Context: an optimization exercise on an open-source flow, tuned for small area. The choices shown serve that exercise and are no tape-out recipe. The RTL was checked by simulation tests, not by an equivalence proof against the original design. Power and IR drop assume default switching activity.

[flow/run.sh]
#!/bin/bash
# synth_recipe.tcl (not shown) runs the flow's synth.tcl, then flattens the netlist and writes it again
# the make line also repeats each setting of config.mk as NAME=value (left out here)
make -C /OpenROAD-flow-scripts/flow DESIGN_CONFIG=/design/flow/config.mk WORK_HOME=/design/flow/orfs CLKGATE_MAP_FILE= SYNTH_SCRIPT=/design/flow/synth_recipe.tcl finish
[flow/config.mk]
export PLATFORM = sky130hd
export DESIGN_NAME = final_pro
export DESIGN_NICKNAME = final_pro
export VERILOG_FILES = /design/flow/design.v
export SDC_FILE = /design/flow/constraint.sdc
export NUM_CORES = 4
export LEC_CHECK = 0
export CAP_MARGIN = 20
export CORE_MARGIN = 2
export CORE_UTILIZATION = 40
export SLEW_MARGIN = 20
[flow/constraint.sdc]
create_clock -name core_clock -period 12.0 [get_ports {clk}]
set_input_delay 2.4000 -clock core_clock [delete_from_list [all_inputs] [get_ports {clk}]]
set_output_delay 2.4000 -clock core_clock [all_outputs]
set_load 0.01 [all_outputs]
[flow/design.v]
`timescale 1ns / 1ps
module vga_sync(
  input  clk,
  input  reset,
  output oHS,
  output oVS,
  output visible,
  output p_tick,
  output reg [5:0] hq,
  output reg [4:0] hr,
  output reg [9:0] pixel_y
  );
reg mod2;
wire hr_end = hr[4] & hr[1] & hr[0];                     
wire hq_end = hq[5] & hq[2] & hq[1] & hq[0];             
wire v_end  = pixel_y[9] & pixel_y[3] & pixel_y[2];      
always @(posedge clk) begin
  if (reset) begin
    mod2    <= 1'b0;
    hr      <= 5'd0;
    hq      <= 6'd0;
    pixel_y <= 10'd0;
  end else begin
    mod2 <= ~mod2;
    if (mod2) begin
      hr <= hr_end ? 5'd0 : hr + 5'd1;
      if (hr_end) begin
        hq <= hq_end ? 6'd0 : hq + 6'd1;
        if (hq_end)
          pixel_y <= v_end ? 10'd0 : pixel_y + 10'd1;
      end
    end
  end
end
wire hs = (hq == 6'd32 && hr >= 5'd16) || (hq >= 6'd33 && hq <= 6'd36) ||
          (hq == 6'd37 && hr <= 5'd11);
wire vs = (pixel_y[9:1] == 9'd245);
assign p_tick  = mod2;
assign oHS     = ~hs;
assign oVS     = ~vs;
assign visible = (hq < 6'd32) && (pixel_y < 10'd480);
endmodule
`timescale 1ns / 1ps
module Rotation_direction(
    input  CLK,
    input  reset,
    input  ROT_A,
    input  ROT_B,
    output reg rotary_event,
    output reg rotary_right
    );
reg [1:0] rot_in;
reg       rot_q1, rot_q2, rot_q1_d;
always @(posedge CLK) begin
  if (reset) begin
    rot_in <= 2'b00;
    rot_q1 <= 1'b0;
    rot_q2 <= 1'b0;
  end else begin
    rot_in <= {ROT_B, ROT_A};
    case (rot_in)
      2'b00: rot_q1 <= 1'b0;
      2'b01: rot_q2 <= 1'b0;
      2'b10: rot_q2 <= 1'b1;
      2'b11: rot_q1 <= 1'b1;
    endcase
  end
end
always @(posedge CLK) begin
  if (reset) begin
    rot_q1_d     <= 1'b0;
    rotary_event <= 1'b0;
  end else begin
    rot_q1_d     <= rot_q1;
    rotary_event <= rot_q1 && !rot_q1_d;
  end
end
always @(posedge CLK)
  rotary_right <= rot_q2;
endmodule
`timescale 1ns / 1ps
module GP(
	input clk,
	input reset,
	input [4:0] m,
	input e,
	input [5:0] hq,
	input [4:0] hr,
	input [9:0] y,
	output gp_valid
    );
	localparam MOUTH = 25000, PERIOD = 50000;
	reg [15:0] cnt;
	wire cnt_end = cnt[15] & cnt[14] & cnt[9] & cnt[8] & cnt[6] & cnt[4];
	always@(posedge clk)begin
		if(reset || cnt_end)
			cnt <= 0;
		else
			cnt <= cnt + 1'b1;
	end
	wire mouth_en = (cnt <= MOUTH);
	wire q0 = (hq == {1'b0, m});
	wire qp = (hq == {1'b0, m} + 6'd1);
	wire qn = (hq + 6'd1 == {1'b0, m});
	reg hx;
	reg signed [5:0] dx;
	always @(*) begin
		hx = 1'b0;
		dx = 6'sd0;
		if (!e) begin
			if (q0 && hr <= 5'd16) begin hx = 1'b1; dx = {1'b0, hr}; end
			if (qn && hr >= 5'd4)  begin hx = 1'b1; dx = {1'b0, hr} - 6'sd20; end
		end else begin
			if (q0 && hr >= 5'd3)  begin hx = 1'b1; dx = {1'b0, hr} - 6'sd19; end
			if (qp && hr <= 5'd15) begin hx = 1'b1; dx = {1'b0, hr} + 6'sd1; end
		end
	end
	wire hy = (y >= 10'd447) && (y <= 10'd479);
	wire signed [5:0] dy = y[5:0] - 6'd15;       
	wire [4:0] ax = dx[5] ? -dx[4:0] : dx[4:0];
	wire [4:0] ay = dy[5] ? -dy[4:0] : dy[4:0];
	reg [4:0] w;
	always @(*) begin
		case (ay)
		5'd0: w = 16; 5'd1: w = 15; 5'd2: w = 15; 5'd3: w = 15;
		5'd4: w = 15; 5'd5: w = 15; 5'd6: w = 14; 5'd7: w = 14;
		5'd8: w = 13; 5'd9: w = 13; 5'd10: w = 12; 5'd11: w = 11;
		5'd12: w = 10; 5'd13: w = 9; 5'd14: w = 7; 5'd15: w = 5;
		5'd16: w = 0; default: w = 0;
		endcase
	end
	wire disc = hx && hy && (ax <= w);
	wire signed [6:0] t1 = dx + dy;
	wire lt = dx < dy;
	reg mouth;
	always @(*) begin
		case ({m, e})
		{5'd26, 1'b1}: mouth = (t1 > 0 && t1 < 22) || lt;            
		{5'd27, 1'b0}: mouth = (t1 > 0 && t1 < 21) || lt;            
		{5'd27, 1'b1}: mouth = (t1 == 1) ||                           
			(((dx >= 2) == (dy >= 2)) ? lt : (dx >= 2));
		{5'd28, 1'b0}: mouth =                                        
			(((dx >= 1) == (dy >= 1)) ? lt : (dx >= 1));
		{5'd28, 1'b1}: mouth = t1 > 0 || t1 < -18 || lt;             
		{5'd29, 1'b0}: mouth = t1 > 0 || t1 < -19 || lt;             
		default:       mouth = (dy > 0) || (ax > ay);
		endcase
	end
	assign gp_valid = disc && (!mouth_en || mouth);
endmodule
`timescale 1ns / 1ps
module TP(
	input show,
	input [1:0] id,
	input [3:0] k,
	input [7:0] ty2,
	input [5:0] hq,
	input [4:0] hr,
	input [9:0] y,
	output reg [2:0] rgb,
	output tp_valid
    );
	wire [5:0] qd = hq - ({2'b0, k} + {3'b0, k[3:1]});
	wire q0 = (qd == 6'd0);
	wire qp = (qd == 6'd1);
	wire qn = (qd == 6'h3f);
	reg hx;
	reg signed [4:0] dx;      
	always @(*) begin
		hx = 1'b0;
		dx = 5'sd0;
		if (!k[0]) begin
			if (q0 && hr <= 5'd10) begin hx = 1'b1; dx = hr; end
			if (qn && hr >= 5'd10) begin hx = 1'b1; dx = hr - 5'd20; end
		end else begin
			if (q0)                begin hx = 1'b1; dx = hr - 5'd10; end
			if (qp && hr == 5'd0)  begin hx = 1'b1; dx = 5'sd10; end
		end
	end
	wire signed [8:0] dh = y[9:1] - {1'b0, ty2};
	wire hy = (dh >= -9'sd5) && (dh <= 9'sd10);
	wire signed [5:0] dy = {dh[4:0], y[0]};
	wire [4:0] ax = dx[4] ? -dx : dx;
	wire [4:0] ay = dy[5] ? -dy[4:0] : dy[4:0];
	reg [3:0] w;
	reg wok;
	always @(*) begin
		wok = 1'b1;
		case (ay)
		5'd0: w = 10; 5'd1: w = 9; 5'd2: w = 9; 5'd3: w = 9;
		5'd4: w = 9; 5'd5: w = 8; 5'd6: w = 8; 5'd7: w = 7;
		5'd8: w = 6; 5'd9: w = 4; 5'd10: w = 0;
		default: begin w = 0; wok = 1'b0; end
		endcase
	end
	reg v;
	always @(*) begin
		case (id)
		2'd0: begin v = (k != 4'd0) && (ax <= 8) && (ay <= 8); rgb = 3'b001; end
		2'd1: begin v = !dy[5] && (dy <= 20) && ({ax, 1'b0} < dy); rgb = 3'b010; end
		2'd2: begin v = wok && (ax <= w); rgb = 3'b100; end
		default: begin v = wok && (ax <= w); rgb = 3'b101; end
		endcase
	end
	assign tp_valid = show && hx && hy && v;
endmodule
`timescale 1ns / 1ps
module status_board(
	input [5:0]hq,
	input [4:0]hr,
	input [9:0]y,
	input [3:0]id,
	output [2:0]rgb,
	output stbd_valid
	 );
	function xg(input [5:0] cq, input [4:0] cr);
		xg = (hq > cq) || (hq == cq && hr > cr);
	endfunction
	function xl(input [5:0] cq, input [4:0] cr);
		xl = (hq < cq) || (hq == cq && hr < cr);
	endfunction
	reg pix;
	always@(*)begin
		case(id)
		4'd10: pix = (xg(27,15) && xl(28,5) && y > 10 && y < 60 ) || ((xg(29,0) && xl(30,10) && y> 10 && y <60) && !( xg(29,10) && xl(30,0) && y > 20 && y<50));
		4'd9: pix = ((xg(29,0) && xl(30,10) && y >10  && y <40) && !( xg(29,10) &&  xl(30,0) && y >20  && y < 30)) || (xg(29,0) && xl(30,10) && y >50 && y <60) || (xg(30,0) && xl(30,10) && y >=40 && y<60);
		4'd8: pix = (xg(29,0) && xl(30,10) && y >10 && y <60) && !(xg(29,10) && xl(30,0) && ( (y> 20 && y <30) || (y> 40 && y <50)));
		4'd7: pix = (xg(29,0) && xl(29,10) && y >10 && y<35) || (!xl(29,10) && xl(30,0) &&y>10 && y <20) || (!xl(30,0) && xl(30,10) && y >10 && y<60);
		4'd6: pix = ((xg(29,0) && xl(30,10) && y >10 && y <60) && !(xg(29,10) && xl(30,0) && ( (y> 20 && y <30) || (y> 40 && y <50)))) && !(!xl(30,0) && xl(30,10) && y>20 && y <30);
		4'd5: pix = ((xg(29,0) && xl(30,10) && y >10 && y <60) && !(xg(29,10) && xl(30,0) && ( (y> 20 && y <30) || (y> 40 && y <50)))) && !((!xl(30,0) && xl(30,10) && y>20 && y <30) || (xg(29,0) && !xg(29,10) &&y >40 && y <50));
		4'd4: pix = (xg(29,0) && xl(29,10) && y >10 && y < 40) || ( !xl(29,10) && !xg(30,0) && y > 30 && y <40) || ( xg(30,0) && xl(30,10) && y >10 && y <60);
		4'd3: pix = ((xg(29,0) && xl(30,10) && y >10 && y <60) && !(xg(29,10) && xl(30,0) && ( (y> 20 && y <30) || (y> 40 && y <50)))) && !( (xg(29,0) && !xg(29,10)) && ( (y >20 && y <30) || (y >40 && y <50)));
		4'd2: pix = ((xg(29,0) && xl(30,10) && y >10 && y <60) && !(xg(29,10) && xl(30,0) && ( (y> 20 && y <30) || (y> 40 && y <50)))) && !( (xg(29,0) && !xg(29,10) && y >20 && y <30) || (!xl(30,0) && xl(30,10) && y>40 && y <50));
		4'd1: pix = xg(30,0) && xl(30,10) && y >10 && y < 60;
		4'd0: pix = (xg(29,0) && xl(30,10) && y >10 && y <60) && !(xg(29,10) && xl(30,0) && y>20 && y <50);
		default: pix = 1'b0;
		endcase
	end
	assign stbd_valid = xg(26,0) && y < 75 && id <= 4'd10;
	assign rgb = pix ? 3'b110 : 3'b011;
endmodule
`timescale 1ns / 1ps
module final_pro(
    input  clk,
    input  reset,
    input start,
	 input ROT_A,
	 input ROT_B,
	 output reg [7:0] led,
    output HSYNC,
    output VSYNC,
    output VGA_RED,
    output VGA_GREEN,
    output VGA_BLUE
	);
wire video_on;
wire pixel_tick;
wire [5:0] hq;
wire [4:0] hr;
wire [9:0] pixel_y;
reg [2:0] rgb_reg;
reg start_b;
reg [4:0] gm;
reg       ge;
reg [3:0] tk;
reg [7:0] ty2;
reg tp_show;
reg [3:0] tp_cnt;
reg [1:0] tp_id;
reg led_valid;
reg catch;
localparam init_s = 3'b000 , set_s = 3'b001,fall_s = 3'b010 , dsap_s = 3'b011 , over_s = 3'b100;
reg [2:0] S_cur, S_next;
localparam TICK = 5000;
reg [12:0] cnt;
reg [20:0] rand_cnt;
wire stbd_valid;
wire gp_valid;
wire tp_valid;
wire [2:0] rgb_stbd;
wire [2:0] rgb_tp;
wire ro_event;
wire ro_dir;
vga_sync vs0(
  .clk(clk), .reset(reset), .oHS(HSYNC), .oVS(VSYNC),
  .visible(video_on), .p_tick(pixel_tick),
  .hq(hq), .hr(hr), .pixel_y(pixel_y)
  );
GP gp(
	.clk(clk),
	.reset(reset),
	.m(gm),
	.e(ge),
	.hq(hq),
	.hr(hr),
	.y(pixel_y),
	.gp_valid(gp_valid)
    );
TP tp(
	.show(tp_show),
	.id(tp_id),
	.k(tk),
	.ty2(ty2),
	.hq(hq),
	.hr(hr),
	.y(pixel_y),
	.rgb(rgb_tp),
	.tp_valid(tp_valid)
    );
status_board sta_bd(
	.hq(hq),
	.hr(hr),
	.y(pixel_y),
	.id(tp_cnt),
	.rgb(rgb_stbd),
	.stbd_valid(stbd_valid)
    );
Rotation_direction rd(
    .CLK(clk),
    .reset(reset),
    .ROT_A(ROT_A),
    .ROT_B(ROT_B),
    .rotary_event(ro_event),
    .rotary_right(ro_dir)
    );
assign {VGA_RED, VGA_GREEN, VGA_BLUE} = rgb_reg;
always@(posedge clk)begin
   if(reset)
      start_b <= 0;
   else
      start_b <= start;
end
always@(posedge clk)begin
   if(reset || start_b)
      S_cur <= init_s;
   else
      S_cur <= S_next;
end
wire cnt_end = cnt[12] & cnt[9] & cnt[8] & cnt[7] & cnt[3];    
wire ty_ge470 = (ty2 >= 8'd235);
wire ty_lt479 = (ty2 < 8'd240);
always@(posedge clk)begin
   if(reset)
      S_next <= init_s;
   else
   case(S_cur)
   init_s:
      S_next <= set_s;
   set_s:
      S_next <= fall_s;
   fall_s:
      if(catch || ty_ge470)
         S_next <= dsap_s;
      else
         S_next <= fall_s;
   dsap_s:
      if(tp_cnt == 0)
         S_next <= over_s;
      else
         S_next <= set_s;
   over_s:
      S_next <= over_s;
   default:
      S_next <= S_next;
   endcase
end
wire [2:0] current_rgb = stbd_valid ? rgb_stbd : gp_valid ? 3'b110 : tp_valid ? rgb_tp : 3'b111;
always @(posedge clk) begin
  if (reset)
    rgb_reg <= 3'b000;
  else if (pixel_tick)
    rgb_reg <= video_on ? current_rgb : 3'b000;
end
always@(posedge clk)begin
	if(reset || S_cur == init_s)begin
		gm <= 5'd15;             
		ge <= 1'b1;
	end
	else if(ro_event)begin
		if(ro_dir)begin          
			if(gm != 5'd31)
				gm <= gm + 1'b1;     
			else
				ge <= 1'b1;          
		end
		else begin               
			if(gm != 5'd0)
				gm <= gm - 1'b1;     
			else
				ge <= 1'b0;          
		end
	end
end
always@(posedge clk)begin
	if(reset)
		tp_show <= 0;
	else if(S_cur == init_s || S_cur == set_s)
		tp_show <= 1;
	else if(S_cur == fall_s && cnt_end && !ty_lt479)
		tp_show <= 0;
end
always@(posedge clk)begin
	if(S_cur == init_s || S_cur == set_s)begin
		tk <= rand_cnt[3:0];
		ty2 <= 8'd5 + 8'd5 * rand_cnt[2:0];
		tp_id <= rand_cnt[1:0];
	end
	else if(S_cur == fall_s && cnt_end && ty_lt479)
		ty2 <= ty2 + 8'd2;
end
always@(posedge clk)begin
	if(reset)
		tp_cnt <= 0;
	else if(S_cur == init_s)
		tp_cnt <= 10;
	else if(S_cur == set_s && S_next == fall_s)
		tp_cnt <= tp_cnt - 1'b1;
end
always@(posedge clk)begin
	if(reset || cnt_end)
		cnt <= 0;
	else
		cnt <= cnt + 1'b1;
end
wire rand_end = rand_cnt[20] & rand_cnt[18] & rand_cnt[17] & rand_cnt[15] &
                rand_cnt[14] & rand_cnt[13] & rand_cnt[9] & rand_cnt[8] &
                rand_cnt[6] & rand_cnt[5];
always@(posedge clk)begin
	if(reset || rand_end)
		rand_cnt <= 0;
	else
		rand_cnt <= rand_cnt + 1'b1;
end
wire signed [7:0] j = {2'b0, tk, 1'b0} + {4'b0, tk} - {2'b0, gm, 1'b0};
wire hit_x = ge ? (j == 8'sd1 || j == 8'sd2)
                : ((j == 8'sd0 || j == 8'sd1 || j == -8'sd1) && gm != 5'd0);
wire hit_y = (ty2 >= 8'd227) && (ty2 <= 8'd236);
always@(posedge clk)begin
	if(reset || S_cur == init_s)
		catch <= 0;
	else if(S_cur == fall_s)begin
		if(hit_x && hit_y)
			catch <= 1;
	end
	else if(S_cur == dsap_s)
		catch <= 0;
end
always@(posedge clk)begin
   if(reset || S_cur == init_s)
      led <= 0;
   else if(catch && led_valid)
      led <= led + 1'b1;
end
always@(posedge clk)begin
   if(reset)
      led_valid <= 0;
   else if(S_cur == set_s)
      led_valid <= 1;
   else if(catch)
      led_valid <= 0;
end
endmodule
==> results of run 1 <==
==> final cells by class <==
| type | instances | area (um^2) | area share (%) |
|---|---|---|---|
| Tap cell | 335 | 419.2 | 3.677 |
| Multi-Input combinational cell | 1061 | 7300 | 64.03 |
| Clock buffer | 18 | 429.2 | 3.765 |
| Sequential cell | 122 | 2562 | 22.48 |
| Clock inverter | 14 | 136.4 | 1.196 |
| Inverter | 84 | 315.3 | 2.766 |
| Timing Repair Buffer | 26 | 237.7 | 2.085 |
==> cells by family after synthesis <==
| kind of cell | count (synthesis) |
|---|---|
| xor gates and xnor gates | 115 |
| buffers and inverters | 143 |
| adders and majority gates | 118 |
| muxes | 13 |
| and+or+nand+nor | 495 |
| AOI/OAI and AO/OA | 320 |
| DFF | 122 |
==> power by group <==
| group | internal (mW) | switching, mW | leakage, nW |
|---|---|---|---|
| combinational | 0.0844 | 0.120 | 3.25 |
| sequential | 0.424 | 0.0166 | 1.03 |
| clock | 0.290 | 0.215 | 0.279 |
| total | 0.799 | 0.352 | 4.56 |
==> worst max path at each step <==
| stage | startpoint | endpoint | depth (start not counted) |
|---|---|---|---|
| floorplan | tk[0] | rgb_reg[0] | 22 |
| global placement | vs0.hr[4] | rgb_reg[1] | 21 |
| detailed placement | vs0.hr[4] | rgb_reg[1] | 21 |
| CTS | vs0.hr[4] | rgb_reg[1] | 21 |
| global route | vs0.hr[4] | rgb_reg[1] | 21 |
| finish | vs0.hr[4] | rgb_reg[1] | 21 |
==> worst register-to-register path: stages (launching register included) <==
cell and delay (ps):
dfxtp_1 770, clkinv_1 450, ha_1 340, o2111a_1 260, nand3_2 120, o21ai_1 110, and2_1 180, mux2i_1 500
inv_1 150, ha_1 250, inv_1 70, fa_1 200, nor2b_1 60, o21a_1 180, o21ai_0 400, a211o_1 220
o32a_1 170, nand2_1 50, or4_1 420, a221o_1 460, or4b_1 490, a2bb2oi_1 140
==> cells in the final DEF, fill, tap and decap left out, types with 7 or more instances in the layout <==
master             n
o22ai_1            8
dfxtp_1          110
nand2_1           98
inv_1             83
a21o_1            16
clkdlybuf4s50_1   17
xor2_1            54
nand4_1           21
o31ai_1            7
or4_1              7
nor4_1            10
o21a_1            16
and3_1            21
fa_1               9
nand3_1           53
ha_1             109
o211ai_1          17
nand2b_1          18
nor2_1           136
mux2i_1           10
a31oi_1           23
a21oi_1           79
or3_1             15
o21ai_0           69
nor3b_1           10
and2_1            13
o21bai_1           8
nor3_1            40
a211oi_1          11
buf_4              9
edfxtp_1          12
xnor2_1           59
clkbuf_16         17
nor2b_1           21
==> cells in the mapped netlist, drive strengths merged, types with 5 or more instances <==
library cell    n  share of area [%]
or3            15               0.90
and4            5               0.42
o22ai           9               0.60
o21a           16                1.2
o21ai          72                3.5
nor3b          10               0.72
and2           13               0.78
nor4           11               0.72
fa              9                1.7
o21bai          9               0.65
ha            109                 13
o32a            5               0.48
xnor2          59                5.0
o211ai         17                1.2
a21oi          79                3.8
buf            18               0.83
nor3           41                2.1
nor2b          21                1.3
a211oi         13                1.0
o41ai           6               0.50
inv            83                3.0
or4             7               0.50
nand4          21                1.3
nand2b         18                1.1
nor4b           5               0.42
a21o           16                1.2
a31oi          23                1.4
and3           21                1.3
xor2           56                4.9
edfxtp         12                3.5
a2111oi         5               0.42
o31ai           7               0.50
dfxtp         110                 21
nand2          99                3.6
mux2i          10               0.96
nor2          136                4.9
clkbuf         41                1.5
nand3          54                2.6
==> per-layer routing <==
| layer | vias to the layer above | GRT usage [%] | share of wire (%) |
|---|---|---|---|
| met5 | - | 0 | 0 |
| met4 | 0 | 8.738 | 3.4 |
| li1 | 4712 | - | - |
| met3 | 50 | 2.847 | 4.6 |
| met2 | 238 | 29.79 | 42 |
| met1 | 4381 | 27.63 | 50 |
==> flow_summary.yaml, run 1 <==
synth:
  ys_warn_count: 6
  synth_xor_area_share_pct: 9.816
  syn_nets: 1449
  synth_top_family_by_area: "simple AND/OR/NAND/NOR gates"
  ys_types: 81
  syn_inst: 1326
  ys_seq_area_share_pct: 24.61
  async_reset_ff_share_pct: 0
  syn_area_per_cell_um2: 7.853
  ys_ff_latch: 122
  synth-simple-area-share_pct: 24.03
  synth-main-ff-cell: "dfxtp_1"
  synthAdderAreaFrac_pct: 14.83
  netlist_area_um2: 10410
  synth_edf_count: 12
  muxShareOfSynthArea_pct: 1.286
  synth_compound_area_share_pct: 20.10
route:
  wl_per_cell_um: 16.03
  vias_per_cell: 5.651
  drt_wl_total_mm: 26.60
  first_iter_violations: 794
  antenna_left: 0
  drc: 0
  dr.pass1.iters: 5
  via_count: 9381
sta:
  setup_viol: 0
  hold_slack_ps: 358.4
  worstMarginPinSlew_ps: 1125
  setup_tns_ps: 0
  hold_viol_final: 0
  finClkSkew_ps: 20.88
  rsz0062_at_grt: "false"
  fmax_mhz: 163.2
  relSlewSlack_pct: 23.07
  period_minus_slack_ps: 6129
  worst_slack_ps: 5871
  drv_slew: 0
  post-route-period-util_pct: 51.07
global_routing:
  grt_usage_pct: 19.65
  overflow: 0
  grt_max_degree: 36
  antenna_found_initial: 0
  grt_pass1_wl_mm: 43.02
  grt_pass1_vias: 8460
worst_setup_path:
  startpoint_type: "flip-flop"
  required_ps: 12300
  crit_family: "compound AO/OA/AOI/OAI gates"
  slowest_delay_ps: 770
  path_cells: "clkinv_1, ha_1, o2111a_1, nand3_2, o21ai_1, and2_1, mux2i_1, inv_1, ha_1, inv_1, fa_1, nor2b_1, o21a_1, o21ai_0, a211o_1, o32a_1, nand2_1, or4_1, a221o_1, or4b_1, a2bb2oi_1"
  r2r_start: "vs0.hr[4]"
  crit_arrival_ps: 6430
  regToRegSetupSlack_ps: 5870
  crit_fanout: 21
  crit_slowest_cell: "dfxtp_1"
  worstReg2RegEnd: "rgb_reg[1]"
  endpoint_kind: "flip-flop"
  critPathBufInv: 3
  rr_worst_depth: 21
  worstSetupPathType: "flip-flop to flip-flop"
floorplan:
  rows: 59
  fp.dieW_um: 165.4
  dieArea_um2: 27340
  initial_core_util_pct: 40.31
  fp.dieH_um: 165.4
  num_io_pins: 18
  core-area_um2: 25840
hold_path:
  min_path_cells: 0
  min_from: "rd.rot_q2"
  hold_class: "flip-flop to flip-flop"
  hold_end: "rd.rotary_right"
cells_and_area:
  top_regs: "rand_cnt (21), gp.cnt (16), cnt (13)"
  largest_reg_flops: 21
  nNetsFinal: 1435
  max_flop_register: "rand_cnt"
  diodes: 0
  finalNonFillerCells: 1660
  fill_cells: 2600
  drive_above_1_share_pct: 4.679
  final_area_um2: 11400
  syn_to_final_growth_pct: 9.468
  fin_util_pct: 44.12
cts:
  cts_tree: "done"
  clk_pin_slew_ps: 70
  cts.sinks: 122
  postCtsSetupBuffers: 0
  clk-insertion-delay-late_ps: 430
  clk_path_buf_depth: 2
  numCtsBuffers: 17
  ctsResizeCount: 0
  cts-root-buf: "clkbuf_16"
  htree_levels: 4
  postCtsHoldBufs: 0
pwr:
  finalPower_mw: 1.151
  ir_worst_vdd_mv: 0.08636
  p_leak_nw: 4.559
  power_density_nw_per_um2: 101.0
placement:
  numPortBuffers: 17
  placed_cell_area_um2: 10830
  dp_hpwl_mm: 20.06
  placedCellCount: 1628
  post-place-ws_ps: 5984
  gp_congestion: 0.9148
job:
  cap_viol_max_count: 0
run_status:
  status: "no timing/DRC/antenna violations"
==> inputs of run 2 (changes only) <==
--- a/flow/config.mk
+++ b/flow/config.mk
@@ -7,5 +7,5 @@
 export LEC_CHECK = 0
 export CAP_MARGIN = 20
 export CORE_MARGIN = 2
-export CORE_UTILIZATION = 40
+export CORE_UTILIZATION = 70
 export SLEW_MARGIN = 20
==> run 2 against run 1 <==
Net effect:
- die area down 42%
- sequential cell count stayed put
- synthesized area stayed put
- core utilization grew 33 points
- first-iteration DRC count is 26% higher
- cell count down 9.2%
- sequential share of layout area up 0.36 points
- worst setup slack gained 48 ps
- via count up 3.7%
- non-clock buffer count shrank 2
- still clean
- total power increased by 1.0%
==> flow_summary.yaml, run 2 <==
run_status:
  status: "no timing/DRC/antenna violations"
synth:
  synth_largest_area_cell: "dfxtp_1"
  ys_ff_latch: 122
  synth_area_leaders: "dfxtp_1 21%, ha_1 13%, xnor2_1 5.0%"
  ys_warn_count: 6
  synth-main-ff-cell: "dfxtp_1"
  synthTopCellsByCount: "136 x nor2_1, 110 x dfxtp_1, 109 x ha_1"
  ys_types: 81
  netlist_area_um2: 10410
  syn_nets: 1449
  synth_top_area_share_pct: 21.15
  ys_seq_area_share_pct: 24.61
  async_reset_ff_share_pct: 0
  synth_most_common_cell: "nor2_1"
  syn_area_per_cell_um2: 7.853
  synth_edf_count: 12
  syn_inst: 1326
global_routing:
  grt_pass1_vias: 9077
  overflow: 0
  grt_usage_pct: 33.20
  grt_pass1_wl_mm: 43.53
  grt_max_degree: 36
  antenna_found_initial: 0
placement:
  placedCellCount: 1475
  dp_hpwl_mm: 19.47
  numPortBuffers: 17
  gp_congestion: 0.9886
  placed_cell_area_um2: 10630
route:
  first_iter_violations: 1001
  dr.pass1.iters: 5
  via_count: 9726
  antenna_left: 0
  wl_per_cell_um: 17.59
  drt_wl_total_mm: 26.50
  drc: 0
  vias_per_cell: 6.454
floorplan:
  fp.dieW_um: 126.0
  fp.dieH_um: 126.0
  initial_core_util_pct: 71.65
  core-area_um2: 14530
  num_io_pins: 18
  rows: 44
  dieArea_um2: 15870
worst_setup_path:
  slowest_delay_ps: 760
  required_ps: 12310
  r2r_start: "vs0.hr[4]"
  rr_worst_depth: 21
  worstSetupPathType: "flip-flop to flip-flop"
  endpoint_kind: "flip-flop"
  startpoint_type: "flip-flop"
  crit_arrival_ps: 6390
  regToRegSetupSlack_ps: 5920
  path_cells: "clkinv_1, ha_1, o2111a_1, nand3_2, o21ai_1, and2_1, mux2i_1, inv_1, ha_1, inv_1, fa_1, nor2b_1, o21a_1, o21ai_0, a211o_1, o32a_1, nand2_1, or4_1, a221o_1, or4b_1, a2bb2oi_1"
  crit_slowest_cell: "dfxtp_1"
  worstReg2RegEnd: "rgb_reg[1]"
  crit_fanout: 21
pwr:
  finalPower_mw: 1.163
  p_leak_nw: 4.560
  ir_worst_vdd_mv: 0.1262
  power_density_nw_per_um2: 103.6
cells_and_area:
  final_area_um2: 11220
  syn_to_final_growth_pct: 7.750
  final_common_cell: "nor2_1"
  max_flop_register: "rand_cnt"
  top_regs: "rand_cnt (21), gp.cnt (16), cnt (13)"
  drive_above_1_share_pct: 4.535
  largest_reg_flops: 21
  diodes: 0
  nNetsFinal: 1433
  finalNonFillerCells: 1507
  fill_cells: 1067
  layout_common_cells: "136 x nor2_1, 110 x dfxtp_1, 109 x ha_1"
sta:
  finClkSkew_ps: 16.15
  fmax_mhz: 164.5
  period_minus_slack_ps: 6080
  setup_viol: 0
  hold_viol_final: 0
  rsz0062_at_grt: "false"
  hold_slack_ps: 354.2
  drv_slew: 0
  post-route-period-util_pct: 50.67
  setup_tns_ps: 0
  worstMarginPinSlew_ps: 1041
  relSlewSlack_pct: 28.79
cts:
  cts_tree: "done"
  clk_pin_slew_ps: 60
  postCtsHoldBufs: 0
  cts-root-buf: "clkbuf_16"
  ctsResizeCount: 0
  postCtsSetupBuffers: 0
  cts.sinks: 122
  htree_levels: 4
  clk_path_buf_depth: 2
  numCtsBuffers: 17
  clk-insertion-delay-late_ps: 430
hold_path:
  min_from: "rd.rot_q2"
  hold_end: "rd.rotary_right"
  hold_class: "flip-flop to flip-flop"
  min_path_cells: 0
job:
  cap_viol_max_count: 0
[run 2: cell count changes in the layout (fill, tap and decap cells not counted)]
cell | before | now
bufinv_16 | 1 | 2
clkinv_2 | 3 | 1
buf_4 | 9 | 7
clkinvlp_4 | 1 | 0
inv_8 | 2 | 0
clkinv_4 | 3 | 5
inv_6 | 4 | 6
[run 2: critical path: cells and delay by family, from the launching register on]
family | cells | cell delay [ps]
buffers and inverters | 3 | 650
flip-flops | 1 | 760
adder cells (fa/ha/maj) | 3 | 770
multiplexers | 1 | 450
AND/OR/NAND/NOR | 6 | 1330
AO/OA/AOI/OAI | 8 | 2010
[run 2: per-stage QoR]
| step | setup slack (ps) | utilization (%) |
|---|---|---|
| floorplan | 6853 | - |
| global placement | 6270 | 73.11 |
| detailed placement | 6006 | 73.11 |
| CTS | 6019 | 77.18 |
| global route | 5650 | 77.20 |
| finish | 5920 | 77.20 |
[run 2: cells by family (layout without fill, tap and decap cells)]
family                     Yosys count  count (layout)  synth area share, %
AOI/OAI and AO/OA                  320             320                20.10
muxes                               13              13                1.286
adders and majority gates          118             118                14.83
xor gates and xnor gates           115             115                9.816
DFF                                122             122                24.61
buffers and inverters              143             140                5.335
and+or+nand+nor                    495             495                24.03
[run 2: power by group]
| part | switching, mW | internal (mW) | total (mW) |
|---|---|---|---|
| clock | 0.204 | 0.311 | 0.515 |
| sequential | 0.0163 | 0.424 | 0.441 |
| combinational | 0.122 | 0.0849 | 0.207 |
| total | 0.343 | 0.820 | 1.16 |
[run 2: per-layer routing]
layer  up-vias  part of all wire (%)  GRT usage (%)
met2       403                    46          54.87
met5         -                     0              0
met1      4541                    43          43.10
met4         0                   3.3          12.28
li1       4709                     -              -
met3        73                   7.5          6.712
[run 2: cell type report]
class | count | area (um^2) | share of cell area [%]
Clock buffer | 18 | 429.2 | 3.825
Clock inverter | 14 | 161.4 | 1.438
Inverter | 84 | 315.3 | 2.810
Multi-Input combinational cell | 1061 | 7300 | 65.05
Sequential cell | 122 | 2562 | 22.84
Tap cell | 184 | 230.2 | 2.052
Timing Repair Buffer | 24 | 222.7 | 1.985
[run 2: how the worst max path moves through the flow]
stage	end	startpoint	slack (ps)	depth (start not counted)
after global routing	rgb_reg[1]	vs0.hr[4]	5650	21
after CTS	rgb_reg[1]	vs0.hr[4]	6020	21
after floorplan	rgb_reg[0]	tk[0]	6850	22
after global placement	rgb_reg[1]	vs0.hr[4]	6270	21
after detailed placement	rgb_reg[1]	vs0.hr[4]	6010	21
final	rgb_reg[1]	vs0.hr[4]	5920	21

-- separate check: timing with driven ports --
No port has a modelled driver above. Below, the same layouts with a new extraction and two added sets of constraints.
Step 1 (the two cells are an assumption about what drives the block):
set clk [get_ports {clk}]
set_driving_cell -lib_cell sky130_fd_sc_hd__clkbuf_16 $clk
set_driving_cell -lib_cell sky130_fd_sc_hd__buf_2 [delete_from_list [all_inputs] $clk]
Step 2, shift: input delay + t, output delay - t, t = (earliest + latest rising clock arrival at the registers) / 2. This alone moves slack from input paths to output paths.
Slacks: ideal / step 1 / step 2; pairs: ideal / step 1.
run | t, ns | setup slack, ns | clock arrival spread, ns
run 1 | 0.462 | 5.871 / 5.871 / 5.871 | 0.020 / 0.021
run 2 | 0.465 | 5.920 / 5.920 / 5.920 | 0.017 / 0.017
After both steps setup and hold are still met in every run listed.
